This design comes from an exercise in tuning for small area on the open sky130 flow, not from production work.
Function was checked by simulation only, so behaviour that the tests miss may differ from the original.
Power and IR drop assume default switching activity.

$ cat constraint.sdc
create_clock -name core_clock -period 10.0 [get_ports {CLK}]
set_input_delay 2.0000 -clock core_clock [delete_from_list [all_inputs] [get_ports {CLK}]]
set_output_delay 2.0000 -clock core_clock [all_outputs]
set_load 0.01 [all_outputs]
$ cat flow/run.sh
#!/bin/bash
# Own layout flow: the standard flow (standard.sh, unchanged synthesis,
# floorplan, power grid, placement, routing), with two settings changed:
#  - clock tree: no dummy loads, clkbuf_8 leaf buffers, sink clusters of 20
#  - port buffers: buf_1 (the standard flow picks a delay cell)
# Each tool's full output goes to standard.log (make) and the ORFS logs in
# orfs/logs/.
set -euo pipefail
export CTS_ARGS="-sink_clustering_enable -repair_clock_nets -dont_use_dummy_load -buf_list sky130_fd_sc_hd__clkbuf_4 -sink_clustering_size 12 -sink_clustering_max_diameter 40"
export BUFFER_PORTS_ARGS="-buffer_cell sky130_fd_sc_hd__buf_1"
bash standard.sh > standard.log 2>&1
$ cat standard.sh
#!/bin/bash
# synth_recipe.tcl (not shown) runs the flow's synth.tcl, then flattens the netlist and writes it again
# the make line also repeats each setting of config.mk as NAME=value (left out here)
make -C /OpenROAD-flow-scripts/flow DESIGN_CONFIG=/design/flow/config.mk WORK_HOME=/design/flow/orfs CLKGATE_MAP_FILE= SYNTH_SCRIPT=/design/flow/synth_recipe.tcl "${@:-finish}"
$ cat config.mk
export PLATFORM = sky130hd
export DESIGN_NAME = VS_LR_TOP
export DESIGN_NICKNAME = VS_LR_TOP
export VERILOG_FILES = /design/flow/design.v
export SDC_FILE = /design/flow/constraint.sdc
export NUM_CORES = 4
export LEC_CHECK = 0
export CAP_MARGIN = 20
export CORE_MARGIN = 2
export CORE_UTILIZATION = 40
export PLACE_DENSITY = 0.6
export SLEW_MARGIN = 20
$ cat design.v
`timescale 1ns / 1ps
module VS_LR_TOP(
    input CLK,
    input SYS_NRST,
    input BTN_0,
    input BTN_1,
    input UART_RXD,
    output UART_TXD
    );
reg [6:0] P;
wire pwrap = (P == 7'd83);
always @(posedge CLK, negedge SYS_NRST)
    if (!SYS_NRST) P <= 7'd0;
    else P <= pwrap ? 7'd0 : P + 1'b1;
reg [1:0] TD;
wire tick = pwrap & TD[1];
always @(posedge CLK, negedge SYS_NRST)
    if (!SYS_NRST) TD <= 2'd0;
    else if (pwrap) TD <= TD[1] ? 2'd0 : TD + 1'b1;
reg B0, B1;
reg [2:0] C0, C1;
always @(posedge CLK, negedge SYS_NRST)
    if (!SYS_NRST) begin
        B0 <= 1'b0; C0 <= 3'd0;
    end
    else if (BTN_0 == B0) C0 <= 3'd0;
    else if (tick) begin
        if (C0[2] & C0[1]) begin B0 <= BTN_0; C0 <= 3'd0; end
        else C0 <= C0 + 1'b1;
    end
always @(posedge CLK, negedge SYS_NRST)
    if (!SYS_NRST) begin
        B1 <= 1'b0; C1 <= 3'd0;
    end
    else if (BTN_1 == B1) C1 <= 3'd0;
    else if (tick) begin
        if (C1[2] & C1[1]) begin B1 <= BTN_1; C1 <= 3'd0; end
        else C1 <= C1 + 1'b1;
    end
reg [4:0] CNT;
reg TXON;            
reg RSP;             
reg [5:0] T;         
reg [3:0] I;         
reg TXD;             
reg NB;              
reg [7:0] D;         
reg PE, FE;          
reg BR;              
reg [83:0] ACC;
reg [83:0] NR;
assign UART_TXD = TXD;
wire tick4 = (P[1:0] == 2'b11);
wire t_end = tick4 & (T == 6'd39);
wire t_mid = tick4 & (T == 6'd19);
wire [1:0] sel = {FE ^ B0, PE ^ B1};
wire err = sel[1] | sel[0];
wire [3:0] lo = D[3:0];
wire [3:0] hi = D[7:4];
wire is_dig = (hi == 4'h3) & (lo <= 4'h9);
wire is_let = ((hi == 4'h4) | (hi == 4'h6)) & (lo != 4'h0) & (lo <= 4'h6);
wire is_hex = is_dig | is_let;
wire is_cr = (D == 8'h0D);
wire is_lf = (D == 8'h0A);
wire [3:0] hval = D[6] ? {1'b1, lo[2] | (lo[1] & lo[0]), lo[1] ^ lo[0], ~lo[0]} : lo;
wire ch_ok = (CNT[4:3] != 2'b11) ? is_hex :
             CNT[0] ? is_cr : is_lf;           
wire rx_act = ~TXON & ((I != 4'd0) | (T != 6'd0));
wire rx_done = rx_act & UART_RXD & ((I == 4'd11 & t_mid) | (I == 4'd12 & tick4));
wire win = (P[6:2] == CNT);
wire win0 = win & (P[1:0] == 2'b00);
wire mch_0 = (CNT[0] & CNT[1] & CNT[3] & CNT[4]) | (~CNT[0] & ~CNT[1] & CNT[3] & ~RSP) | (CNT[0] & ~CNT[2] & ~CNT[3]) | (CNT[0] & ~CNT[2] & RSP) | (CNT[1] & ~CNT[2] & RSP) | (~CNT[0] & ~CNT[3] & RSP) | (CNT[0] & CNT[1] & ~CNT[3] & ~CNT[4]) | (CNT[0] & CNT[2] & CNT[3] & sel[0]) | (~CNT[1] & ~CNT[2] & ~CNT[3] & ~sel[0]) | (~CNT[0] & ~CNT[2] & ~CNT[4] & ~sel[0]) | (~CNT[1] & ~CNT[2] & ~CNT[4] & sel[0]);
wire mch_1 = (~CNT[0] & CNT[1] & CNT[3] & CNT[4]) | (~CNT[0] & CNT[1] & ~CNT[3] & ~RSP) | (~CNT[1] & CNT[3] & CNT[4] & ~RSP) | (~CNT[0] & CNT[2] & CNT[3] & CNT[4]) | (CNT[1] & ~CNT[3] & CNT[4] & ~sel[0] & ~RSP) | (~CNT[0] & ~CNT[1] & CNT[2] & ~CNT[3] & ~sel[0]) | (CNT[0] & CNT[1] & ~CNT[2] & ~CNT[4] & sel[0]) | (~CNT[0] & CNT[1] & ~CNT[2] & sel[0] & sel[1]) | (CNT[1] & CNT[2] & ~CNT[3] & CNT[4] & ~RSP);
wire mch_2 = (CNT[0] & CNT[1] & CNT[3] & CNT[4]) | (~CNT[0] & ~CNT[1] & ~CNT[2] & CNT[3]) | (CNT[1] & ~CNT[3] & RSP) | (CNT[0] & ~CNT[1] & CNT[2] & ~CNT[4]) | (CNT[0] & ~CNT[2] & RSP) | (CNT[0] & CNT[1] & CNT[3] & ~sel[0]) | (CNT[0] & ~CNT[2] & ~CNT[3] & ~sel[0]) | (~CNT[1] & ~CNT[4] & sel[0] & sel[1]) | (~CNT[0] & ~CNT[1] & CNT[2] & ~CNT[3] & ~sel[0]) | (~CNT[0] & ~CNT[1] & ~CNT[2] & sel[0]) | (~CNT[0] & ~CNT[2] & ~CNT[4] & sel[0] & ~sel[1]);
wire mch_3 = (CNT[1] & CNT[2] & CNT[3] & CNT[4]) | (~CNT[0] & CNT[1] & CNT[2] & CNT[4]) | (~CNT[0] & ~CNT[1] & ~CNT[2] & CNT[3] & CNT[4]) | (CNT[0] & ~CNT[2] & ~CNT[3] & ~sel[0]) | (CNT[0] & ~CNT[1] & ~CNT[2] & ~CNT[3]) | (CNT[0] & CNT[1] & CNT[2] & CNT[3] & sel[0]) | (CNT[0] & ~CNT[1] & ~CNT[2] & ~CNT[4] & sel[0]);
wire mch_4 = (~CNT[0] & CNT[1] & ~CNT[2] & CNT[4]) | (CNT[0] & CNT[1] & CNT[3] & ~CNT[4]) | (CNT[0] & ~CNT[1] & CNT[3] & CNT[4]) | (CNT[0] & CNT[1] & CNT[2] & ~CNT[3] & CNT[4]) | (~CNT[0] & CNT[1] & ~CNT[3] & ~RSP) | (~CNT[1] & CNT[2] & CNT[3] & CNT[4]) | (~CNT[0] & ~CNT[2] & ~CNT[4] & sel[0]) | (~CNT[1] & ~CNT[3] & ~CNT[4]) | (~CNT[0] & ~CNT[1] & ~CNT[3] & sel[0]) | (~CNT[0] & ~CNT[1] & ~CNT[2] & ~CNT[4]) | (CNT[0] & ~CNT[4] & sel[0] & ~sel[1]);
wire mch_5 = (CNT[2] & ~CNT[3] & CNT[4]) | (CNT[1] & ~CNT[2] & RSP) | (~CNT[0] & ~CNT[2] & ~sel[0] & ~sel[1] & ~RSP) | (CNT[0] & ~CNT[2] & sel[0] & ~sel[1] & ~RSP) | (CNT[1] & ~CNT[2] & CNT[3] & ~sel[0] & sel[1]) | (CNT[0] & ~CNT[1] & CNT[3] & sel[1] & ~RSP) | (CNT[0] & CNT[1] & ~CNT[3] & ~sel[0]) | (CNT[0] & ~CNT[3] & ~sel[1]) | (~CNT[0] & ~CNT[1] & ~CNT[3] & ~sel[0]) | (~CNT[0] & CNT[2] & ~CNT[3] & sel[0]) | (~CNT[0] & ~CNT[4] & ~sel[0] & ~sel[1]) | (CNT[1] & ~CNT[4] & sel[0] & ~sel[1]) | (~CNT[0] & CNT[1] & CNT[2] & CNT[3] & ~CNT[4]) | (~CNT[1] & CNT[3] & CNT[4] & sel[0] & ~RSP);
wire mch_6 = (~CNT[2] & CNT[4]) | (~CNT[0] & ~CNT[1]) | (CNT[0] & CNT[2] & ~CNT[4]) | (CNT[1] & ~CNT[2]) | (CNT[0] & CNT[1] & ~CNT[3]) | (~CNT[3] & ~CNT[4]);
wire msg_last = (~CNT[1] & ~CNT[3] & ~CNT[4] & ~RSP) | (~CNT[0] & ~CNT[2] & ~CNT[4] & ~sel[1] & ~RSP);
wire [6:0] mch = {mch_6, mch_5, mch_4, mch_3, mch_2, mch_1, mch_0};
wire [4:0] err_start = (sel == 2'b11) ? 5'd12 : 5'd27;
wire [3:0] tnib = ACC[3:0];
wire [7:0] dchar = (tnib > 4'd9) ? {4'h4, 1'b0, tnib[2:0] - 3'd1} : {4'h3, tnib};
wire digit = RSP & (CNT <= 5'd20);
wire [6:0] tch = digit ? dchar[6:0] : mch;
reg g;
always @(*)
    case (I)
        4'd0: g = tch[0];
        4'd1: g = tch[1];
        4'd2: g = tch[2];
        4'd3: g = tch[3];
        4'd4: g = tch[4];
        4'd5: g = tch[5];
        4'd6: g = tch[6];
        4'd7: g = 1'b0;
        4'd8: g = ^tch;
        4'd11: g = (CNT == 5'd30);
        default: g = 1'b1;
    endcase
wire i0 = (I == 4'd0);
wire c29 = (CNT == 5'd29);
wire i11 = (I == 4'd11);
wire i12 = (I == 4'd12);
wire c30 = (CNT == 5'd30);
wire ok = ~err & ch_ok;                      
wire rx_err = rx_done & ~ok;                 
wire frame_end = TXON & t_end & i11;         
wire tx_done = frame_end & c30;              
wire res_go = RSP & ~TXON & pwrap & c29;     
wire t_go = TXON | (~RSP & ~rx_done & ~i12 & ~(i0 & UART_RXD & ((T == 6'd0) | t_mid)));
wire [5:0] T_n = (t_go & ~t_end) ? T + tick4 : 6'd0;
wire [3:0] I_n = (rx_done | frame_end) ? 4'd0 : (t_end & ~i12) ? I + 1'b1 : I;
reg [4:0] CNT_n;
always @(*) begin
    CNT_n = CNT;
    if (TXON) begin
        if (frame_end) CNT_n = c30 ? 5'd20 : msg_last ? 5'd31 : CNT - 1'b1;
    end
    else if (RSP) begin
        if (pwrap) CNT_n = CNT - 1'b1;           
    end
    else if (c29) begin
        if (pwrap) CNT_n = 5'd20;                
    end
    else if (rx_done) CNT_n = ~ok ? err_start : c30 ? CNT : CNT - 1'b1;
end
always @(posedge CLK, negedge SYS_NRST)
    if (!SYS_NRST) begin
        CNT <= 5'd29;
        TXON <= 1'b0;
        RSP <= 1'b0;
        T <= 6'd0;
        I <= 4'd0;
        TXD <= 1'b1;
    end
    else begin
        T <= T_n;
        I <= I_n;
        CNT <= CNT_n;
        TXON <= TXON ? ~tx_done : (rx_err | res_go);
        RSP <= RSP ? ~tx_done : (rx_done & ok & c30);
        TXD <= (rx_err | res_go) ? 1'b0 : (TXON & t_end) ? NB : TXD;
    end
always @(posedge CLK) begin
    if (rx_act & t_mid) begin
        if ((I != 4'd0) & (I <= 4'd8)) D <= {UART_RXD, D[7:1]};
        if (I == 4'd0) begin
            PE <= 1'b0;
            FE <= 1'b0;
        end
        if ((I != 4'd0) & (I <= 4'd9)) PE <= PE ^ UART_RXD;   
        if (I >= 4'd10) FE <= FE | ~UART_RXD;  
    end
end
always @(posedge CLK)
    if (~digit | win0) NB <= g;
wire sub = c29 & RSP;      
wire init = c29 & ~RSP;    
wire a0 = ACC[0];
wire n0 = NR[0];
wire diff = a0 ^ n0 ^ BR;
wire bout = (~a0 & n0) | (~a0 & BR) | (n0 & BR);
always @(posedge CLK) begin
    BR <= sub & bout;
    ACC <= {c29 ? (init | diff) : a0, ACC[83:1]};
    NR <= {win ? hval[P[1:0]] : n0, NR[83:1]};
end
endmodule
==> flow_summary.ini, run 1 <==
[yosys]
ys_types = 71
yosys.area_share.simple = 0.1150
synth_seq_cells = 215
synthXorXnorAreaFrac = 0.04301
syn-num-nets = 631
synth.top_cell.area_share = 0.4786
synth_area_um2 = 7069
syn_area_per_cell_um2 = 11.70
synth_edf_count = 11
synth_ff_type = dfxtp_1
synthAdderAreaFrac = 0.04000
synth_area_leaders = dfxtp_1 (48%), dfrtp_1 (11%), edfxtp_1 (4.7%)
synth_top_cell_by_area = dfxtp_1
yosys_warnings = 1
async_flop_share = 0.1628
synthMuxAreaShare = 0.01487
yosysSeqAreaShare = 0.6501
synth_top_family_by_area = simple AND/OR/NAND/NOR gates
netlist_instances = 604
synth_compound_area_frac = 0.1099

[final_layout]
post-route-util = 0.4316
num_antenna_cells = 0
fillerInstances = 1629
stdcell_area_um2 = 7465
syn_to_final_growth_pct = 5.593
fin_cells = 835
final_net_count = 639
layout-drive-gt1-share = 0.07541
layout_commonest_cell = dfxtp_1
layout_common_cells = dfxtp_1 (169), nand2_1 (46), nor2_1 (41)

[detailed_routing]
ant_nets = 0
wl_mm = 12.46
firstDrtPassIters = 6
drt-wirelength-per-cell_um = 14.92
vias_per_cell = 5.195
remaining_drc_errors = 0
vias = 4338
dr.first_iter.drc_count = 387

[place]
place_area_um2 = 7269
dpl.cell_count = 810
portBuffers = 5
gp_congestion = 0.8521
hpwl_mm = 8.056

[global_route]
grtUsageTotal = 0.1406
grt_max_degree = 36
grt_pass1_wl_mm = 21.31
antenna_found_initial = 0
overflow = 0
grt_pass1_vias = 4255

[power]
power_uw = 1223
switching_share = 0.1987
switchingPower_uw = 243.1
pwr-share-comb = 0.004
leakage_uw = 0.002898
power_density_nw_per_um2 = 163.9
seqPwrFrac = 0.706
p_int_uw = 980.3
p_clk_frac = 0.290
vdd.ir_drop.worst_mv = 0.1036

[timing]
finalSetupViolCount = 0
finalCritPeriodShare = 0.3248
rsz0062_at_grt = false
setup_tns_ns = 0
skew_ns = 0.08707
worstMarginPinSlew_ns = 0.8882
slew_headroom = 0.4079
layout_min_cycle_time_ns = 3.248
max_freq_ghz = 0.3079
hold_viol_final = 0
maxSlewViolCount = 0

[clocking]
cts_buffer_depth = 3
cts-resized-gates = 0
clk_pin_slew_worst_paths_ns = 0.11
clk_root_buffer_cell = clkbuf_4
tritoncts = yes
cts_buffers = 25
clkSinkCount = 215
h-tree-depth = 1
clock_latency_ns = 0.61
postCtsSetupBuffers = 0
cts_hold_buf = 0

[critical_path]
critPathKind = register to register
worstPathRequired_ns = 10.28
path_max_fanout = 16
crit_path_max_incr_delay_ns = 0.74
path_cells = inv_1 -> ha_1 -> nand2b_1 -> a21boi_2 -> o311a_1 -> a32oi_1 -> xor2_1 -> xnor2_1 -> xnor2_1 -> o21ai_1
startpoint_type = register
cp_common_cell = xnor2_1
path_delay_family = compound AO/OA/AOI/OAI gates
timing.critical_path.buf_inv = 1
cp.arrival_ns = 3.53
worst_path_max_delay_cell = dfrtp_1
crit_path_end_kind = register

[die]
die_h_um = 136.9
initial_core_util = 0.4087
fp.coreArea_um2 = 17300
die_w_um = 136.9
row_count = 48
ioPinCount = 6
dieArea_um2 = 18750

[outcome]
status = complete, no violations

[worst_hold_path]
hp-class = register to register

[flow_run]
drv_cap = 0
-- routing by layer --
layer | global-route usage | vias up | routed length [µm]
li1 | - | 2106 | -
met1 | 0.2072 | 2072 | 6155
met2 | 0.2095 | 130 | 5278
met3 | 0.02185 | 30 | 725
met4 | 0.04926 | 0 | 302
met5 | 0 | - | 0
-- sequential cells by signal, summed over array words and instances, names as in the netlist --
signal	count
ACC	84
NR	84
D	8
P	7
T	6
CNT	5
I	4
C0	3
C1	3
TD	2
B0	1
B1	1
BR	1
FE	1
NB	1
PE	1
RSP	1
TXD	1
TXON	1
-- area by class of cell --
cell class,instances,area (µm²),share of cell area
well taps,225,281.5,0.03771
repair buffers,5,20.02,0.002682
multi-input cells,341,2290,0.3067
inverters,24,90.09,0.01207
flip-flops and latches,215,4596,0.6157
clock buffers,25,187.7,0.02514
-- cells by family (layout without fill, tap and decap cells) --
logic type / Yosys count / count (layout)
flops: 215 / 215
simple gates: 164 / 164
compound gates: 113 / 113
buf+inv: 48 / 54
xor+xnor: 33 / 33
fa+ha+maj: 22 / 22
mux: 9 / 9
-- stage by stage --
| stage | setup slack, ns | hold slack, ns |
|---|---|---|
| floorplan | 6.791 | 0.3096 |
| global placement | 6.449 | 0.3125 |
| detailed placement | 6.383 | 0.3121 |
| CTS | 6.690 | 0.2460 |
| global route | 6.483 | 0.2268 |
| finish | 6.752 | 0.2406 |
-- power by group through the flow --
stage	clock [µW]	combinational, µW	sequential (µW)
6_report	355	4.66	864
5_1_grt	404	5.67	865
4_1_cts	375	5.06	864
3_5_place_dp	0	5.03	883
3_3_place_gp	0	4.76	883
2_1_floorplan	0	0.844	883
-- Yosys cell counts (3+ instances only) --
library cell	count
a32oi_1	3
clkbuf_1	12
a21oi_1	28
dfrtp_1	30
nand3b_1	4
mux2i_1	6
buf_2	9
and2_1	4
nand2_1	46
xor2_1	9
nand3_1	15
o31ai_1	4
o32ai_1	3
o21ai_0	21
nand4_1	10
inv_1	24
buf_1	3
nor4_1	5
a22o_1	4
a31oi_1	9
nor2b_1	10
ha_1	21
a22oi_1	3
dfxtp_1	169
nor3_1	7
dfstp_2	5
o211ai_1	3
nand2b_1	7
o311ai_0	5
edfxtp_1	11
nor2_1	41
xnor2_1	22
-- final timing paths --
kind	from	to	slack (ns)	depth (start not counted)
max in group asynchronous	SYS_NRST	P[1]	7.86	1
worst min-delay path	NR[5]	NR[4]	0.24	0
worst max-delay path	CNT[1]	NB	6.75	10
worst min register to register	NR[5]	NR[4]	0.24	0
min in group asynchronous	SYS_NRST	T[3]	1.54	1
worst max register to register	CNT[1]	NB	6.75	10
-- worst register-to-register path: stages (launching register included) --
cell and delay [ns]:
dfrtp_1 0.74, inv_1 0.25, ha_1 0.37, nand2b_1 0.22, a21boi_2 0.36, o311a_1 0.25, a32oi_1 0.17, xor2_1 0.19
xnor2_1 0.22, xnor2_1 0.14, o21ai_1 0.07
==> run 2, diff against run 1 <==
==> flow/run.sh (replaced) <==
#!/bin/bash
# Own layout flow: the standard flow (standard.sh) with these changes:
#  - synthesis: the standard script (synth_recipe.tcl) except that abc maps
#    the combinational logic with flow/area.script (flow/synth_area.tcl)
#  - clock tree: no dummy loads, clkbuf_4 buffers, sink clusters of 12
#  - port buffers: buf_1 (the standard flow picks a delay cell)
# Floorplan, power grid, placement and routing are the standard ones.
# make's output goes to standard.log; each tool's log is in orfs/logs/.
set -euo pipefail
W=$PWD
sed "s|SYNTH_SCRIPT=[^ ]*|SYNTH_SCRIPT=$W/flow/synth_area.tcl|" standard.sh > my_standard.sh
grep -q "SYNTH_SCRIPT=$W/flow/synth_area.tcl" my_standard.sh
export AREA_ABC_SCRIPT="$W/flow/area.script"
export CTS_ARGS="-sink_clustering_enable -repair_clock_nets -dont_use_dummy_load -buf_list sky130_fd_sc_hd__clkbuf_4 -sink_clustering_size 12 -sink_clustering_max_diameter 40"
export BUFFER_PORTS_ARGS="-buffer_cell sky130_fd_sc_hd__buf_1"
bash my_standard.sh > standard.log 2>&1
==> flow/area.script (new file) <==
&get -n
&st
&deepsyn -T 60
&dch -f
&nf -R 1000 -p -F 8 -A 4 -a
&put
topo
stime -c
dnsize -c
==> flow/synth_area.tcl (new file) <==
# synth_recipe.tcl (the standard synthesis) with one change: the final abc
# mapping of the combinational logic uses flow/area.script (area-oriented)
# instead of ORFS's speed script.  Registers, passes, flattening and renaming
# are as in the standard synthesis.
proc synth {args} { yosys synth -nofsm -noshare {*}$args }
proc abc {args} {
  set i [lsearch -exact $args -script]
  if { $i >= 0 } { lset args [expr {$i + 1}] $::env(AREA_ABC_SCRIPT) }
  yosys abc {*}$args
}
source $::env(SCRIPTS_DIR)/synth.tcl
# left out here: clear keep_hierarchy, flatten, clean up, hide names made inside functions, write 1_2_yosys.v
--- a/config.mk
+++ b/config.mk
@@ -9,4 +9,4 @@
 export CORE_MARGIN = 2
-export CORE_UTILIZATION = 40
-export PLACE_DENSITY = 0.6
+export CORE_UTILIZATION = 60
+export PLACE_DENSITY = 0.8
 export SLEW_MARGIN = 20
==> flow_summary.ini, run 2 <==
[outcome]
status = complete, no violations

[place]
hpwl_mm = 7.419
gp_congestion = 0.8878
portBuffers = 5
dp_slack_ns = 6.064

[clocking]
cts-resized-gates = 0
clkSinkCount = 215
clk_root_buffer_cell = clkbuf_4
cts_hold_buf = 0
clock_latency_ns = 0.60
cts_buffers = 24
tritoncts = yes
postCtsSetupBuffers = 0
h-tree-depth = 1
cts_buffer_depth = 3
clk_pin_slew_worst_paths_ns = 0.10

[timing]
slew_headroom = 0.4006
maxSlewViolCount = 0
max_freq_ghz = 0.2669
worstMarginPinSlew_ns = 0.8991
skew_ns = 0.09527
rsz0062_at_grt = false
finalSetupViolCount = 0
finalCritPeriodShare = 0.3747
hold_viol_final = 0
fin_ws_ns = 6.253
layout_min_cycle_time_ns = 3.747
setup_tns_ns = 0

[die]
initial_core_util = 0.6142
die_w_um = 109.1
dieArea_um2 = 11910
die_h_um = 109.1
ioPinCount = 6
row_count = 38
fp.coreArea_um2 = 10790

[flow_run]
drv_cap = 0

[final_layout]
layout-drive-gt1-share = 0.05345
syn_to_final_growth_pct = 5.776
top_regs = ACC x84, NR x84, D x8
final_net_count = 609
num_antenna_cells = 0
layout_common_cells = dfxtp_1 (169), nor2_1 (49), nand2_1 (41)
layout_commonest_cell = dfxtp_1

[global_route]
grtUsageTotal = 0.1992
antenna_found_initial = 0
grt_pass1_vias = 3975
overflow = 0
grt_pass1_wl_mm = 18.73
grt_max_degree = 36

[critical_path]
critPathKind = register to register
startpoint_type = register
r2r_start = CNT[1]
cp.arrival_ns = 4.01
worst-r2r-cell-count = 12
path_max_fanout = 14
rrSetupSlack_ns = 6.25
r2r-end = NB
worstPathRequired_ns = 10.27
crit_path_end_kind = register

[power]
switching_share = 0.1993
switchingPower_uw = 243.2
vdd.ir_drop.worst_mv = 0.1367
leakage_uw = 0.002825
p_int_uw = 977.3
p_clk_frac = 0.284
seqPwrFrac = 0.709
pwr-share-comb = 0.007
power_uw = 1221
power_density_nw_per_um2 = 174.1

[yosys]
synthTopCellsByCount = dfxtp_1 (169), nor2_1 (49), nand2_1 (41), dfrtp_1 (30), o21ai_0 (29)
synth_area_um2 = 6629
synth_seq_cells = 215
yosys_warnings = 1
yosysSeqAreaShare = 0.6933
synth_top_cell_by_area = dfxtp_1
synth_edf_count = 11
synth_most_common_cell = dfxtp_1
syn-num-nets = 577
synth_ff_type = dfxtp_1
synth_area_leaders = dfxtp_1 (51%), dfrtp_1 (11%), edfxtp_1 (5.0%)
async_flop_share = 0.1628
netlist_instances = 550
ys_types = 50
syn_area_per_cell_um2 = 12.05
synth.top_cell.area_share = 0.5104

[detailed_routing]
remaining_drc_errors = 0
ant_nets = 0
wl_mm = 11.36
drt-wirelength-per-cell_um = 15.78
vias = 4026
dr.first_iter.drc_count = 285
firstDrtPassIters = 5
vias_per_cell = 5.592

[worst_hold_path]
hp-class = register to register
min_from = NR[6]
holdPathStages = 0
hold_end = NR[5]
[run 2: logic make-up (layout without fill, tap and decap cells)]
group,count (synthesis),in the layout,share of synthesized area
mux,4,4,0.006417
fa+ha+maj,22,22,0.04266
simple gates,164,164,0.1183
compound gates,98,98,0.09230
flops,215,215,0.6933
xor+xnor,27,27,0.03567
buf+inv,20,50,0.01132
[run 2: routing by layer]
metal,vias to the layer above,GRT usage,part of all wire
li1,1956,-,-
met1,1902,0.2820,0.46
met2,133,0.2955,0.45
met3,35,0.03766,0.056
met4,0,0.09615,0.035
met5,-,0,0
[run 2: worst max path at each step]
| stage | endpoint | slack (ns) | from | cells after the start |
|---|---|---|---|---|
| final | NB | 6.25 | CNT[1] | 12 |
| after global routing | NB | 5.76 | CNT[1] | 12 |
| after CTS | NB | 6.33 | CNT[1] | 12 |
| after detailed placement | CNT[4] | 6.06 | UART_RXD | 10 |
| after global placement | CNT[4] | 6.29 | UART_RXD | 9 |
| after floorplan | CNT[2] | 6.56 | UART_RXD | 7 |
[run 2: power groups by stage]
| stage | Clock (µW) | Combinational (µW) | Sequential (µW) |
|---|---|---|---|
| detailed placement | 0 | 8.42 | 884 |
| floorplan | 0 | 3.43 | 884 |
| finish | 347 | 8.23 | 865 |
| global route | 393 | 9.21 | 866 |
| global placement | 0 | 8.30 | 884 |
| CTS | 360 | 8.47 | 865 |
[run 2: layout make-up]
class	count	area, µm²
well taps	140	175.2
multi-input cells	315	1958
flip-flops and latches	215	4596
inverters	20	75.07
clock buffers	24	180.2
repair buffers	6	27.53
fillers	809	3781
[run 2: worst max-delay path: stages, from the launching register on]
cell	delay, ns
dfrtp_1	0.62
clkinv_1	0.33
ha_1	0.36
or2_0	0.30
nand3_1	0.27
a21boi_0	0.25
nor4b_1	0.26
a31oi_1	0.16
xor2_1	0.19
xnor2_1	0.20
xnor2_1	0.10
a221oi_1	0.29
o32ai_1	0.13
[run 2: stage by stage]
stage | util | instance area, µm² | hold slack [ns] | std cells
6_report | 0.6497 | 7012 | 0.2791 | 720
3_3_place_gp | 0.6330 | 6832 | 0.3128 | 696
5_1_grt | 0.6497 | 7012 | 0.2862 | 720
4_1_cts | 0.6497 | 7012 | 0.2745 | 720
2_1_floorplan | - | 6629 | 0.3096 | 550
3_5_place_dp | 0.6330 | 6832 | 0.3121 | 696
==> run 3, diff against run 2 <==
--- a/config.mk
+++ b/config.mk
@@ -9,4 +9,4 @@
 export CORE_MARGIN = 2
-export CORE_UTILIZATION = 60
-export PLACE_DENSITY = 0.8
+export CORE_UTILIZATION = 70
+export PLACE_DENSITY = 0.9
 export SLEW_MARGIN = 20
==> flow_summary.ini, run 3 <==
[detailed_routing]
vias = 4284
wl_mm = 12.82
drt-wirelength-per-cell_um = 18.58
vias_per_cell = 6.209
firstDrtPassIters = 5
dr.first_iter.drc_count = 490
ant_nets = 0
remaining_drc_errors = 0

[yosys]
ys_types = 50
synth_area_um2 = 6629
synth_seq_cells = 215
yosys_warnings = 1
syn_area_per_cell_um2 = 12.05
synth_ff_type = dfxtp_1
synth_top_cell_by_area = dfxtp_1
synthTopCellsByCount = dfxtp_1 (169), nor2_1 (49), nand2_1 (41), dfrtp_1 (30), o21ai_0 (29)
synth_edf_count = 11
netlist_instances = 550
synth_most_common_cell = dfxtp_1
yosysSeqAreaShare = 0.6933
synth.top_cell.area_share = 0.5104
async_flop_share = 0.1628
synth_area_leaders = dfxtp_1 (51%), dfrtp_1 (11%), edfxtp_1 (5.0%)
syn-num-nets = 577

[die]
die_h_um = 101.3
dieArea_um2 = 10260
die_w_um = 101.3
ioPinCount = 6
initial_core_util = 0.7208
fp.coreArea_um2 = 9196
row_count = 35

[power]
leakage_uw = 0.002820
switching_share = 0.2007
vdd.ir_drop.worst_mv = 0.1363
power_uw = 1217
p_int_uw = 973.1
switchingPower_uw = 244.4
power_density_nw_per_um2 = 174.7
pwr-share-comb = 0.007
seqPwrFrac = 0.711
p_clk_frac = 0.282

[global_route]
grt_pass1_vias = 4279
antenna_found_initial = 0
grtUsageTotal = 0.2611
overflow = 0
grt_pass1_wl_mm = 21.06
grt_max_degree = 36

[critical_path]
path_max_fanout = 11
worstPathRequired_ns = 10.29
crit_path_max_incr_delay_ns = 0.67
worst-r2r-cell-count = 12
cp.arrival_ns = 4.15
startpoint_type = register
cp_common_cell = xnor2_1
path_cells = clkinv_1 -> ha_1 -> or2_0 -> nand3_1 -> a21boi_0 -> nor4b_1 -> a31oi_1 -> xor2_1 -> xnor2_1 -> xnor2_1 -> a221oi_1 -> o32ai_1
crit_path_end_kind = register
critPathKind = register to register
worst_path_max_delay_cell = dfstp_2

[outcome]
status = complete, no violations

[place]
portBuffers = 5
place_area_um2 = 6795
dp_slack_ns = 6.101
hpwl_mm = 8.703
gp_congestion = 0.9592

[final_layout]
layout_common_cells = dfxtp_1 (169), nor2_1 (49), nand2_1 (41)
post-route-util = 0.7577
final_net_count = 608
num_antenna_cells = 0
layout_commonest_cell = dfxtp_1
layout-drive-gt1-share = 0.05181
fillerInstances = 569
syn_to_final_growth_pct = 5.115
top_regs = ACC x84, NR x84, D x8
stdcell_area_um2 = 6968

[clocking]
clk_pin_slew_worst_paths_ns = 0.11
clock_latency_ns = 0.61
cts_hold_buf = 0
h-tree-depth = 1
tritoncts = yes
cts_buffers = 23
clkSinkCount = 215
clk_root_buffer_cell = clkbuf_4
cts_buffer_depth = 3
cts-resized-gates = 0
postCtsSetupBuffers = 0

[timing]
max_freq_ghz = 0.2594
maxSlewViolCount = 0
skew_ns = 0.09442
rsz0062_at_grt = false
hold_viol_final = 0
worstMarginPinSlew_ns = 0.9623
layout_min_cycle_time_ns = 3.854
finalSetupViolCount = 0
setup_tns_ns = 0
fin_ws_ns = 6.146
slew_headroom = 0.3494
finalCritPeriodShare = 0.3854

[worst_hold_path]
hp-class = register to register
holdPathStages = 0

[flow_run]
drv_cap = 0
[run 3: cell count changes in the layout (fill, tap and decap cells not counted), sizes merged]
cell | before | now
clkbuf | 25 | 24
[run 3: cell families after synthesis]
logic type | count (synthesis) | synth area share
flops | 215 | 0.6933
simple gates | 164 | 0.1183
mux | 4 | 0.006417
fa+ha+maj | 22 | 0.04266
buf+inv | 20 | 0.01132
xor+xnor | 27 | 0.03567
compound gates | 98 | 0.09230
[run 3: layout make-up]
cell class                      count  area [µm²]  share of cell area
Multi-Input combinational cell    315        1958              0.2810
Tap cell                          111       138.9             0.01993
Clock buffer                       23       172.7             0.02478
Sequential cell                   215        4596              0.6595
Timing Repair Buffer                6       27.53            0.003950
Inverter                           20       75.07             0.01077
[run 3: through the flow]
stage | hold WS (ns) | std cells
floorplan | 0.3096 | 550
global placement | 0.3132 | 667
detailed placement | 0.3121 | 667
CTS | 0.2866 | 690
global route | 0.2945 | 690
finish | 0.2820 | 690
[run 3: final timing paths]
check                         start      end  slack, ns
setup reg to reg             CNT[0]       NB       6.15
hold / removal              ACC[76]  ACC[75]       0.28
setup / recovery             CNT[0]       NB       6.15
max in group asynchronous  SYS_NRST     I[1]       7.86
hold reg to reg             ACC[76]  ACC[75]       0.28
min in group asynchronous  SYS_NRST     T[1]       1.50
[run 3: critical path, delay by kind of cell (launching register included)]
family / cells / cell delay (ns)
fa+ha+maj: 1 / 0.38
xor+xnor: 3 / 0.52
flops: 1 / 0.67
simple gates: 3 / 0.90
buf+inv: 1 / 0.28
compound gates: 4 / 0.86
[run 3: per-layer routing]
metal / track usage / part of all wire
met5: 0 / 0
met4: 0.1060 / 0.040
met3: 0.04486 / 0.078
met2: 0.4279 / 0.47
met1: 0.3493 / 0.41
[run 3: power groups by stage]
stage | sequential [µW] | clock [µW] | combinational [µW]
after floorplan | 884 | 0 | 3.43
after global placement | 884 | 0 | 8.39
after detailed placement | 884 | 0 | 8.64
after CTS | 865 | 351 | 8.71
after global routing | 866 | 383 | 9.91
final | 865 | 343 | 8.79
==> run 4, diff against run 3 <==
--- a/config.mk
+++ b/config.mk
@@ -9,4 +9,4 @@
 export CORE_MARGIN = 2
-export CORE_UTILIZATION = 70
-export PLACE_DENSITY = 0.9
+export CORE_UTILIZATION = 40
+export PLACE_DENSITY = 0.6
 export SLEW_MARGIN = 20
==> flow_summary.ini, run 4 <==
[outcome]
status = complete, no violations

[critical_path]
path_cells = clkinv_1 -> ha_1 -> or2_0 -> nand3_1 -> a21boi_0 -> nor4b_1 -> a31oi_1 -> xor2_1 -> xnor2_1 -> xnor2_1 -> a221oi_1 -> o32ai_1
crit_path_end_kind = register
worst_path_max_delay_cell = dfrtp_1
timing.critical_path.buf_inv = 1
startpoint_type = register
crit_start = CNT[1]
crit_path_max_incr_delay_ns = 0.69
cp.arrival_ns = 4.31
worstPathRequired_ns = 10.34
critPathKind = register to register
path_max_fanout = 14
r2r_start = CNT[1]
path_delay_family = simple AND/OR/NAND/NOR gates
cp_common_cell = xnor2_1

[yosys]
synth_top_cell_by_area = dfxtp_1
yosysSeqAreaShare = 0.6933
yosys_warnings = 1
synth.top_cell.area_share = 0.5104
synth_area_leaders = dfxtp_1 (51%), dfrtp_1 (11%), edfxtp_1 (5.0%)
netlist_instances = 550
ys_types = 50
async_flop_share = 0.1628
syn_area_per_cell_um2 = 12.05
synth_ff_type = dfxtp_1
synth_seq_cells = 215
synth_edf_count = 11
synthTopCellsByCount = dfxtp_1 (169), nor2_1 (49), nand2_1 (41), dfrtp_1 (30), o21ai_0 (29)
synth_most_common_cell = dfxtp_1
synth_area_um2 = 6629
syn-num-nets = 577

[global_route]
grt_pass1_vias = 3946
busiest_layer = met2
grt_pass1_wl_mm = 19.62
antenna_found_initial = 1
overflow = 0
use_met1 = 0.1925
use_met3 = 0.03142
use_met2 = 0.2009
grt_max_degree = 36
grtUsageTotal = 0.1353

[timing]
rsz0062_at_grt = false
worstMarginPinSlew_ns = 0.9262
finalCritPeriodShare = 0.3970
maxSlewViolCount = 0
fin_ws_ns = 6.030
finalSetupViolCount = 0
hold_viol_final = 0
setup_tns_ns = 0
skew_ns = 0.07581
max_freq_ghz = 0.2519
layout_min_cycle_time_ns = 3.970
slew_headroom = 0.3825

[place]
hpwl_mm = 7.528
portBuffers = 5
dp_slack_ns = 6.084
gp_congestion = 0.8346

[final_layout]
fillerInstances = 1536
layout_common_cells = dfxtp_1 (169), nor2_1 (49), nand2_1 (41)
layout_commonest_cell = dfxtp_1
final_net_count = 610
syn_to_final_growth_pct = 7.437
layout-drive-gt1-share = 0.05508
top_regs = ACC x84, NR x84, D x8

[clocking]
cts-resized-gates = 0
cts_hold_buf = 0
tritoncts = yes
cts_buffers = 25
clkSinkCount = 215
h-tree-depth = 1
clk_root_buffer_cell = clkbuf_4
cts_buffer_depth = 3
clk_pin_slew_worst_paths_ns = 0.11
clock_latency_ns = 0.62
postCtsSetupBuffers = 0

[detailed_routing]
dr.first_iter.drc_count = 213
remaining_drc_errors = 0
firstDrtPassIters = 4
ant_nets = 0
wl_mm = 11.50
vias_per_cell = 4.983
vias = 3996
drt-wirelength-per-cell_um = 14.34

[die]
initial_core_util = 0.4040
dieArea_um2 = 17620
ioPinCount = 6
fp.coreArea_um2 = 16410
row_count = 47
die_h_um = 132.7
die_w_um = 132.7

[power]
p_clk_frac = 0.290
seqPwrFrac = 0.703
leakage_uw = 0.002829
power_density_nw_per_um2 = 172.7
switching_share = 0.2019
switchingPower_uw = 248.4
pwr-share-comb = 0.007
power_uw = 1230
vdd.ir_drop.worst_mv = 0.1188
p_int_uw = 981.6

[worst_hold_path]
hp-class = register to register
min_from = NR[62]

[flow_run]
drv_cap = 0
-- run 4: cell counts after synthesis --
No cell type changed its count.
-- run 4: logic make-up (layout without fill, tap and decap cells) --
| logic type | Yosys count | in the layout | share of synthesized area |
|---|---|---|---|
| DFF | 215 | 215 | 0.6933 |
| and+or+nand+nor | 164 | 164 | 0.1183 |
| AOI/OAI and AO/OA | 98 | 98 | 0.09230 |
| xor gates and xnor gates | 27 | 27 | 0.03567 |
| adders and majority gates | 22 | 22 | 0.04266 |
| buffers and inverters | 20 | 51 | 0.01132 |
| muxes | 4 | 4 | 0.006417 |
| other | 0 | 1 | 0 |
-- run 4: final cells by class --
type,count,area (µm²),share of cell area
well taps,220,275.3,0.03865
diodes,1,2.502,0.0003514
clock buffers,25,187.7,0.02635
inverters,20,75.07,0.01054
flip-flops and latches,215,4596,0.6453
multi-input cells,315,1958,0.2749
repair buffers,6,27.53,0.003865
-- run 4: power groups by stage --
stage / Clock (µW) / Sequential (µW) / Combinational [µW]
after floorplan: 0 / 884 / 3.43
after global placement: 0 / 884 / 8.46
after detailed placement: 0 / 884 / 8.60
after CTS: 378 / 865 / 8.68
after global routing: 413 / 866 / 9.88
final: 356 / 865 / 8.39
-- run 4: metal layers --
metal	share of wire	vias to the layer above
met5	0	-
met4	0.025	0
met3	0.043	27
met2	0.43	71
met1	0.51	1923
li1	-	1975
-- run 4: path summary, 6_finish.rpt --
path	endpoint	slack, ns	cells after the start
hold / removal	NR[61]	0.30	0
min in group asynchronous	C1[1]	1.50	1
max in group asynchronous	RSP	7.86	1
hold reg to reg	NR[61]	0.30	0
setup / recovery	NB	6.03	12
setup reg to reg	NB	6.03	12
-- run 4: stage by stage --
stage	utilization	cells	hold slack, ns	instance area (µm²)
floorplan	-	550	0.3096	6629
global placement	0.4225	776	0.3122	6932
finish	0.4341	802	0.3019	7122
global route	0.4341	802	0.3014	7122
CTS	0.4339	801	0.3027	7119
detailed placement	0.4225	776	0.3121	6932
-- run 4: worst reg2reg max path: stages (launching register included) --
cell	delay, ns
dfrtp_1	0.69
clkinv_1	0.35
ha_1	0.38
or2_0	0.33
nand3_1	0.26
a21boi_0	0.28
nor4b_1	0.29
a31oi_1	0.19
xor2_1	0.21
xnor2_1	0.23
xnor2_1	0.10
a221oi_1	0.29
o32ai_1	0.12
==> run 5, diff against run 4 <==
--- a/design.v
+++ b/design.v
@@ -27,4 +27,4 @@
     else if (tick) begin
-        if (C0[2] & C0[1]) begin B0 <= BTN_0; C0 <= 3'd0; end
-        else C0 <= C0 + 1'b1;
+        if (C0 == 3'b100) B0 <= ~B0;           
+        C0 <= {C0[1:0], ~(C0[2] ^ C0[1])};     
     end
@@ -36,4 +36,4 @@
     else if (tick) begin
-        if (C1[2] & C1[1]) begin B1 <= BTN_1; C1 <= 3'd0; end
-        else C1 <= C1 + 1'b1;
+        if (C1 == 3'b100) B1 <= ~B1;           
+        C1 <= {C1[1:0], ~(C1[2] ^ C1[1])};     
     end
@@ -112,3 +112,3 @@
 wire [5:0] T_n = (t_go & ~t_end) ? T + tick4 : 6'd0;
-wire [3:0] I_n = (rx_done | frame_end) ? 4'd0 : (t_end & ~i12) ? I + 1'b1 : I;
+wire [3:0] I_n = (rx_done | frame_end) ? 4'd0 : t_end ? I + 1'b1 : I;
 reg [4:0] CNT_n;
==> flow_summary.ini, run 5 <==
[outcome]
status = complete, no violations

[timing]
rsz0062_at_grt = false
layout_min_cycle_time_ns = 3.524
finalCritPeriodShare = 0.3524
max_freq_ghz = 0.2837
maxSlewViolCount = 0
finalSetupViolCount = 0
slew_headroom = 0.3689
fin_ws_ns = 6.476
setup_tns_ns = 0
worstMarginPinSlew_ns = 0.9466
skew_ns = 0.07889
hold_viol_final = 0

[critical_path]
startpoint_type = register
path_cells = clkinv_1 -> ha_1 -> o21ai_0 -> nor2_1 -> nand2_1 -> clkinv_1 -> a221o_1 -> xor2_1 -> xnor2_1 -> xnor2_1 -> nand2_1 -> o2111ai_1 -> nand3_1
rrSetupSlack_ns = 6.48
path_max_fanout = 18
worst-r2r-cell-count = 13
critPathKind = register to register
worst_path_max_delay_cell = dfstp_2
crit_path_max_incr_delay_ns = 0.76
worstPathRequired_ns = 10.30
cp.arrival_ns = 3.82
r2r-end = NB
r2r_start = CNT[0]
path_delay_family = flip-flops
crit_path_end_kind = register
timing.critical_path.buf_inv = 2

[detailed_routing]
dr.first_iter.drc_count = 218
vias_per_cell = 4.984
wl_mm = 11.93
firstDrtPassIters = 4
vias = 4032
drt-wirelength-per-cell_um = 14.74
ant_nets = 0
remaining_drc_errors = 0

[final_layout]
fillerInstances = 1538
layout-drive-gt1-share = 0.05942
syn_to_final_growth_pct = 7.692
layout_common_cells = dfxtp_1 (169), nor2_1 (58), nand2_1 (45)
final_net_count = 616
top_regs = ACC x84, NR x84, D x8
num_antenna_cells = 0
layout_commonest_cell = dfxtp_1

[die]
die_h_um = 132.8
ioPinCount = 6
die_w_um = 132.8
fp.coreArea_um2 = 16410
initial_core_util = 0.4045
dieArea_um2 = 17640
row_count = 47

[yosys]
synth.top_cell.area_share = 0.5098
ys_types = 55
yosysSeqAreaShare = 0.6925
synth_seq_cells = 215
netlist_instances = 556
synth_edf_count = 11
yosys_warnings = 1
synth_most_common_cell = dfxtp_1
synth_area_leaders = dfxtp_1 (51%), dfrtp_1 (11%), edfxtp_1 (5.0%)
synthTopCellsByCount = dfxtp_1 (169), nor2_1 (58), nand2_1 (45), dfrtp_1 (30), o21ai_0 (26)
synth_top_cell_by_area = dfxtp_1
async_flop_share = 0.1628
synth_area_um2 = 6636
synth_ff_type = dfxtp_1
syn_area_per_cell_um2 = 11.94
syn-num-nets = 581

[worst_hold_path]
hold_end = ACC[37]
holdPathStages = 0
hp-class = register to register
min_from = ACC[38]

[place]
hpwl_mm = 7.833
portBuffers = 5
dp_slack_ns = 6.316
gp_congestion = 0.8652

[global_route]
antenna_found_initial = 0
overflow = 0
grt_max_degree = 36
grtUsageTotal = 0.1384
grt_pass1_vias = 4006
grt_pass1_wl_mm = 20.04

[clocking]
clock_latency_ns = 0.63
clk_pin_slew_worst_paths_ns = 0.11
cts-resized-gates = 0
clk_root_buffer_cell = clkbuf_4
postCtsSetupBuffers = 0
cts_buffer_depth = 3
cts_buffers = 25
h-tree-depth = 1
tritoncts = yes
clkSinkCount = 215
cts_hold_buf = 0

[power]
leakage_uw = 0.002809
vdd.ir_drop.worst_mv = 0.1060
power_density_nw_per_um2 = 171.4

[flow_run]
drv_cap = 0
run 5: changes by cell type in the layout (fill, tap and decap cells not counted), sizes merged, moves of 4 or more:
cell | previous run | this run
nor3 | 11 | 17
nand3 | 17 | 13
a31oi | 8 | 4
nor2 | 49 | 58
nand2b | 6 | 2
nand2 | 41 | 45
or2 | 4 | 0
run 5: through the flow:
stage | hold WS, ns | cell area, µm² | instances | total power, µW | util
after floorplan | 0.3096 | 6636 | 556 | 884.1 | -
after global placement | 0.3118 | 6954 | 784 | 888.0 | 0.4239
after detailed placement | 0.3121 | 6954 | 784 | 888.3 | 0.4239
after CTS | 0.3056 | 7142 | 809 | 1251 | 0.4353
after global routing | 0.2989 | 7147 | 809 | 1285 | 0.4356
final | 0.3060 | 7147 | 809 | 1225 | 0.4356
run 5: final cells by class:
| type | instances | area (µm²) | share of cell area |
|---|---|---|---|
| inverter | 21 | 78.83 | 0.01103 |
| clock buffer | 25 | 187.7 | 0.02626 |
| sequential | 215 | 4596 | 0.6430 |
| tap | 220 | 275.3 | 0.03852 |
| multi-input combinational | 320 | 1967 | 0.2752 |
| timing repair buffer | 8 | 42.54 | 0.005952 |
run 5: how the worst max path moves through the flow:
stage          startpoint     end  slack, ns  cells past startpoint
6_report           CNT[0]      NB       6.48                     13
5_1_grt            CNT[0]      NB       6.17                     13
4_1_cts            CNT[0]      NB       6.49                     13
3_5_place_dp     UART_RXD  CNT[1]       6.32                      6
3_3_place_gp     UART_RXD  CNT[1]       6.43                      6
2_1_floorplan    UART_RXD  CNT[1]       6.85                      5
run 5: layer usage:
| layer | global-route usage | vias to the layer above | routed length (µm) |
|---|---|---|---|
| li1 | - | 1995 | - |
| met1 | 0.1931 | 1922 | 5847 |
| met2 | 0.2093 | 82 | 5104 |
| met3 | 0.03525 | 33 | 610 |
| met4 | 0.04958 | 0 | 364 |
| met5 | 0 | - | 0 |
run 5: cell families (layout without fill, tap and decap cells):
| group | Yosys count | count (layout) | share of synthesized area |
|---|---|---|---|
| fa+ha+maj | 20 | 20 | 0.03884 |
| xor+xnor | 23 | 23 | 0.03035 |
| mux | 4 | 4 | 0.006410 |
| flops | 215 | 215 | 0.6925 |
| buf+inv | 21 | 54 | 0.01188 |
| simple gates | 173 | 173 | 0.1227 |
| compound gates | 100 | 100 | 0.09729 |
run 5: where the power goes:
group / internal, µW / switching, µW / total [µW]
sequential: 864 / 0.0000000000000173 / 864
clock: 115 / 241 / 356
combinational: 0.782 / 3.88 / 4.67
==> run 6, diff against run 5 <==
--- a/design.v
+++ b/design.v
@@ -27,4 +27,4 @@
     else if (tick) begin
-        if (C0 == 3'b100) B0 <= ~B0;           
-        C0 <= {C0[1:0], ~(C0[2] ^ C0[1])};     
+        if (C0 == 3'b100) begin B0 <= BTN_0; C0 <= 3'd0; end
+        else C0 <= {C0[1:0], ~(C0[2] ^ C0[1])};
     end
@@ -36,4 +36,4 @@
     else if (tick) begin
-        if (C1 == 3'b100) B1 <= ~B1;           
-        C1 <= {C1[1:0], ~(C1[2] ^ C1[1])};     
+        if (C1 == 3'b100) begin B1 <= BTN_1; C1 <= 3'd0; end
+        else C1 <= {C1[1:0], ~(C1[2] ^ C1[1])};
     end
--- a/config.mk
+++ b/config.mk
@@ -9,4 +9,4 @@
 export CORE_MARGIN = 2
-export CORE_UTILIZATION = 40
-export PLACE_DENSITY = 0.6
+export CORE_UTILIZATION = 60
+export PLACE_DENSITY = 0.8
 export SLEW_MARGIN = 20
==> flow_summary.ini, run 6 <==
[yosys]
syn-num-nets = 579
synth_most_common_cell = dfxtp_1
synth_area_um2 = 6643
async_flop_share = 0.1628
syn_area_per_cell_um2 = 11.99
netlist_instances = 554
yosysSeqAreaShare = 0.6918
synth_area_leaders = dfxtp_1 (51%), dfrtp_1 (11%), edfxtp_1 (5.0%)
synth_ff_type = dfxtp_1
synth.top_cell.area_share = 0.5093
synth_edf_count = 11
synthTopCellsByCount = dfxtp_1 (169), nor2_1 (58), nand2_1 (37), dfrtp_1 (30), o21ai_0 (27)
yosys_warnings = 1
ys_types = 51
synth_top_cell_by_area = dfxtp_1
synth_seq_cells = 215

[timing]
worstMarginPinSlew_ns = 0.9096
maxSlewViolCount = 0
setup_tns_ns = 0
layout_min_cycle_time_ns = 3.923
rsz0062_at_grt = false
hold_viol_final = 0
max_freq_ghz = 0.2549
slew_headroom = 0.3936
finalSetupViolCount = 0
skew_ns = 0.1101
finalCritPeriodShare = 0.3923

[detailed_routing]
drt-wirelength-per-cell_um = 16.31
wl_mm = 11.81
ant_nets = 0
remaining_drc_errors = 0
vias = 4077
vias_per_cell = 5.631
dr.first_iter.drc_count = 279
firstDrtPassIters = 5

[place]
portBuffers = 5
hpwl_mm = 7.863
place_area_um2 = 6845
gp_congestion = 0.9085

[final_layout]
num_antenna_cells = 0
top_regs = ACC x84, NR x84, D x8
stdcell_area_um2 = 7025
ff_latch_area_um2 = 4596
layout_commonest_cell = dfxtp_1
layout_common_cells = dfxtp_1 (169), nor2_1 (58), nand2_1 (37)
multiInputGateArea_um2 = 1968
syn_to_final_growth_pct = 5.764
fillerInstances = 835
final_net_count = 611
layout-drive-gt1-share = 0.05308

[power]
power_density_nw_per_um2 = 173.1
vdd.ir_drop.worst_mv = 0.1632
leakage_uw = 0.002824

[global_route]
grt_max_degree = 36
use_met1 = 0.3004
grt_pass1_vias = 3822
overflow = 0
use_met3 = 0.04005
grt_pass1_wl_mm = 19.16
grtUsageTotal = 0.2052
use_met2 = 0.3088
antenna_found_initial = 0
busiest_layer = met2

[critical_path]
crit_path_end_kind = register
startpoint_type = register
worstPathRequired_ns = 10.31
critPathKind = register to register
path_max_fanout = 12
rrSetupSlack_ns = 6.08
cp.arrival_ns = 4.23

[clocking]
h-tree-depth = 1
clkSinkCount = 215
cts_buffers = 24
clk_root_buffer_cell = clkbuf_4
clk_pin_slew_worst_paths_ns = 0.12
postCtsSetupBuffers = 0
clock_latency_ns = 0.60
tritoncts = yes
cts_hold_buf = 0
cts-resized-gates = 0
cts_buffer_depth = 3

[die]
initial_core_util = 0.6128
fp.coreArea_um2 = 10840
ioPinCount = 6
row_count = 38
die_w_um = 109.2
dieArea_um2 = 11930
die_h_um = 109.2

[flow_run]
drv_cap = 0

[worst_hold_path]
hp-class = register to register

[outcome]
status = complete, no violations
==> run 6: critical path, stage by stage, from the launching register on <==
cell	delay [ns]
dfrtp_1	0.71
clkinv_1	0.40
ha_1	0.39
or2_0	0.27
nand3_1	0.30
a21boi_0	0.29
nand3_1	0.17
nand2_1	0.10
o21ai_0	0.08
a2111oi_0	0.49
o32ai_1	0.18
a31o_1	0.23
==> run 6: path summary, 6_finish.rpt <==
path | cells past startpoint | startpoint | to
worst min register to register | 0 | NR[80] | NR[79]
worst max-delay path | 11 | CNT[1] | NB
max in group asynchronous | 1 | SYS_NRST | I[0]
worst min-delay path | 0 | NR[80] | NR[79]
min in group asynchronous | 1 | SYS_NRST | CNT[1]
worst max register to register | 11 | CNT[1] | NB
==> run 6: cells by family after synthesis <==
kind of cell               count (synthesis)  synth area share
adders and majority gates                 20           0.03880
xor gates and xnor gates                  25           0.03296
buffers and inverters                     21           0.01187
muxes                                      3          0.004897
AOI/OAI and AO/OA                        109            0.1055
and+or+nand+nor                          161            0.1141
DFF                                      215            0.6918
==> run 6: where the power goes <==
part           internal, µW  leakage (µW)       switching, µW
sequential              864       0.00189  0.0000000000000174
combinational         0.733      0.000818                3.87
clock                   111      0.000110                 236
total                   976       0.00282                 240
==> run 6: cell type report <==
cell class                 count  area share
timing repair buffer           6    0.003918
sequential                   215      0.6541
tap                          140     0.02493
multi-input combinational    318      0.2801
inverter                      21     0.01122
clock buffer                  24     0.02565
==> run 6: stage by stage <==
| step | hold slack, ns | std cells | setup slack, ns | power (µW) | utilization |
|---|---|---|---|---|---|
| after CTS | 0.2888 | 724 | 6.187 | 1229 | 0.6481 |
| after detailed placement | 0.3121 | 700 | 5.537 | 888.0 | 0.6315 |
| after global placement | 0.3124 | 700 | 5.662 | 887.9 | 0.6315 |
| final | 0.2881 | 724 | 6.078 | 1216 | 0.6481 |
| after global routing | 0.2840 | 724 | 5.914 | 1264 | 0.6481 |
| after floorplan | 0.3096 | 554 | 6.142 | 884.0 | - |
==> run 6: per-layer routing <==
layer  up-vias  share of wire
met4         0          0.027
met3        27          0.058
li1       1987              -
met2       136           0.44
met1      1927           0.47
met5         -              0

what the ideal ports hide:
No port has a modelled driver above. Below, the same layouts with a new extraction and two added sets of constraints.
Step 1: set_driving_cell puts a clkbuf_16 on CLK and a buf_2 on each other input, an assumption about the parent block.
Step 2 also shifts input and output timing later by t, the mid clock arrival at the registers, as if the neighbouring blocks saw the same clock.
Three values: no drivers, after step 1, after step 2; two values: the first two.
| run | shift t [ns] | setup slack, ns | worst register clock-pin slew, ns |
|---|---|---|---|
| run 1 | 0.600 | 6.752 / 6.728 / 6.336 | 0.12 / 0.12 |
| run 2 | 0.582 | 6.253 / 6.253 / 5.990 | 0.12 / 0.12 |
| run 3 | 0.592 | 6.146 / 6.146 / 6.002 | 0.12 / 0.12 |
| run 4 | 0.617 | 6.030 / 6.030 / 6.030 | 0.11 / 0.11 |
| run 5 | 0.621 | 6.476 / 6.476 / 6.223 | 0.11 / 0.11 |
| run 6 | 0.580 | 6.077 / 6.077 / 5.519 | 0.12 / 0.12 |
After both steps every run listed still meets setup and hold. The setup slack of run 6, which loses most, moves by 0.000 ns with the drivers and by -0.558 ns with both steps.
